This is an optimization exercise on Yosys and OpenROAD, whose aim is small area, not a production implementation.
In this exercise RTL edits were held to simulation tests only and were not proved equivalent to the original.
Power figures rest on the tool's default switching activity, not on a simulated workload.

run 1:
// Parking
module Parking(
    input start,
    input clk,
    input car_entered,
    input is_uni_car_entered,
    input car_exited,
    input is_uni_car_exited,
    output [15:0] uni_car_parked,
    output [15:0] parked_care,
    output [15:0] uni_vacated_space,
    output [15:0] vacated_space,
    output reg uni_is_vacated_space,
    output reg is_vacated_space,
    output [11:0] clock_time
);
    reg [8:0] u;
    reg [8:0] g;
    reg [8:0] cap_u;
    reg [8:0] cap_g;
    Clock clock (
        .clk(clk),
        .start(start),
        .clock_time(clock_time)
    );
    wire [4:0] t = clock_time[4:0];
    always @(*) begin
        if (t < 8) begin
            cap_u = 9'd0;   cap_g = 9'd0;
        end else if (t < 13) begin
            cap_u = 9'd500; cap_g = 9'd200;
        end else if (t < 14) begin
            cap_u = 9'd450; cap_g = 9'd250;
        end else if (t < 15) begin
            cap_u = 9'd400; cap_g = 9'd300;
        end else if (t < 16) begin
            cap_u = 9'd350; cap_g = 9'd350;
        end else begin
            cap_u = 9'd200; cap_g = 9'd500;
        end
    end
    wire [9:0] vac_u, vac_g;
    wire [9:0] bu, bg;
    assign bu[0] = 1'b0;
    assign bg[0] = 1'b0;
    genvar i;
    generate
        for (i = 0; i < 9; i = i + 1) begin : sub
            assign vac_u[i] = cap_u[i] ^ u[i] ^ bu[i];
            assign bu[i+1] = (~cap_u[i] & (u[i] | bu[i])) | (u[i] & bu[i]);
            assign vac_g[i] = cap_g[i] ^ g[i] ^ bg[i];
            assign bg[i+1] = (~cap_g[i] & (g[i] | bg[i])) | (g[i] & bg[i]);
        end
    endgenerate
    assign vac_u[9] = bu[9];
    assign vac_g[9] = bg[9];
    assign uni_vacated_space = {{6{vac_u[9]}}, vac_u};
    assign vacated_space = {{6{vac_g[9]}}, vac_g};
    assign uni_car_parked = {7'd0, u};
    assign parked_care = {7'd0, g};
    localparam [9:0] K = 10'd324;
    wire [9:0] ua = {1'b0, u};
    wire [9:0] ga = {1'b0, g};
    wire [9:0] s = ua ^ ga ^ K;
    wire [10:0] m = {(ua & ga) | (K & (ua | ga)), 1'b0};
    wire [10:0] c;
    assign c[0] = 1'b0;
    generate
  ...
Size in the first run: ~410 cells after synthesis, roughly 25 flip-flops.
Settings: LEC_CHECK=0, ABC_AREA=1, CAP_MARGIN=20, CORE_MARGIN=2, CORE_UTILIZATION=40, SLEW_MARGIN=20; clock period 8.0 ns.
standard.sh (not shown) runs the stock make flow with config.mk's settings and CLKGATE_MAP_FILE= SYNTH_SCRIPT=/design/flow/synth_recipe.tcl, a recipe that flattens the netlist after the stock synthesis.
==> flow/flow/run.sh <==
#!/bin/bash
# Standard layout with two changes: Yosys maps the adders to plain gates
# (no fa/ha cells), and each port gets a buf_1 buffer.
set -euo pipefail
export ADDER_MAP_FILE=
export BUFFER_PORTS_ARGS="-buffer_cell sky130_fd_sc_hd__buf_1"
bash standard.sh > standard.log 2>&1
The inputs of run 2 differ from those of run 1 as listed below.
==> flow/flow/run.sh <==
#!/bin/bash
# The standard layout, with these changes:
#  - synthesis is the standard flow's script, but ABC maps with an area script and
#    Yosys maps adders to plain gates (no fa/ha cells);
#  - each port gets a buf_1 buffer.
set -euo pipefail
work=$(pwd)
export ADDER_MAP_FILE=
make -C "$FLOW_HOME" DESIGN_CONFIG="$work/config.mk" WORK_HOME="$work/orfs" \
  CLKGATE_MAP_FILE= SYNTH_SCRIPT="$work/flow/my_synth.tcl" synth > synth.log 2>&1
export BUFFER_PORTS_ARGS="-buffer_cell sky130_fd_sc_hd__buf_1"
bash standard.sh > standard.log 2>&1
==> flow/flow/abc_map.script (new file) <==
strash
&get -n
&st
&dch -f
&nf -R 1000
&put
==> flow/flow/my_synth.tcl (new file) <==
# The standard flow's synthesis script (synth_recipe.tcl) with one change: ABC maps the
# logic with flow/abc_map.script, an area-oriented script.
set my_dir [file dirname [file normalize [info script]]]
proc abc {args} {
  global my_dir
  set i [lsearch -exact $args -script]
  if { $i >= 0 } {
    set args [lreplace $args $i [expr {$i + 1}] -script $my_dir/abc_map.script]
  }
  yosys abc {*}$args
}
source $my_dir/../synth_recipe.tcl
==> comparison <==
Run 1 ended up with nand2_1 as its most frequent standard cell in the layout excluding fill and tap cells; run 2 ended up with buf_1. Net count reported at finish (run 2 vs. run 1) decreases by more than 10%. Run 2: no failed stages, no open violations at the end. Diff run 1 -> run 2: utilization picked up an extra 2.0 points, slew of the pin with the lowest slew margin decreased by 0.018 ns relative to the old numbers, total power after layout moved up, final cell count lower.
Here is what was changed in the inputs of run 3 compared with run 2.
==> flow/run.sh (new file) <==
#!/bin/bash
# synth_recipe.tcl (not shown) runs the flow's synth.tcl, then flattens the netlist and writes it again
# the make line also repeats each setting of config.mk as NAME=value (left out here)
make -C /OpenROAD-flow-scripts/flow DESIGN_CONFIG=/design/flow/config.mk WORK_HOME=/design/flow/orfs CLKGATE_MAP_FILE= SYNTH_SCRIPT=/design/flow/synth_recipe.tcl finish
removed: flow/flow/run.sh
removed: flow/flow/abc_map.script
removed: flow/flow/my_synth.tcl
removed: flow/standard.sh
[summary]
- In summary, run 3 completed successfully, with a layout that passed the timing, design-rule and antenna checks.
- Run 3 — number of inserted filler cells in the final layout 34 higher, run 2 as reference
- Multi-input combinational gate total, run 3 and run 2: smaller value in run 3
- Delta(starting density of the core, run 3 - run 2) > 0
- Lower post-route minimum period goes to run 2 over run 3.
- Against run 2, run 3 reports a clock network fraction of design power that is lower.

re-timing with driven ports:
Ports are ideal in the flow. The routed layouts listed here were re-timed in OpenROAD. Step 1 (the two cells are an assumption about what drives the block):
set clk [get_ports {clk}]
set_driving_cell -lib_cell sky130_fd_sc_hd__clkbuf_16 $clk
set_driving_cell -lib_cell sky130_fd_sc_hd__buf_2 [delete_from_list [all_inputs] $clk]
Step 2 moves the port delays by t, midway between the first and last clock arrival at a register: inputs arrive t later, outputs are due t later. That takes back most of the time a late clock gives input paths. a / b / c = ideal ports / drivers / drivers and shift; a / b = the first two.
run	shift t [ns]	setup WS [ns]	worst hold slack (ns)	worst setup path after step 2	worst slew at a driven data input, ns
run 1	0.301	3.666 / 3.635 / 3.936	0.536 / 0.536 / 0.536	register to output	0.03
run 2	0.296	1.675 / 1.647 / 1.943	0.513 / 0.513 / 0.513	register to output	0.03
run 3	0.299	0.636 / 0.607 / 0.907	0.496 / 0.496 / 0.496	register to output	0.03
After both steps setup and hold are still met in every run listed.
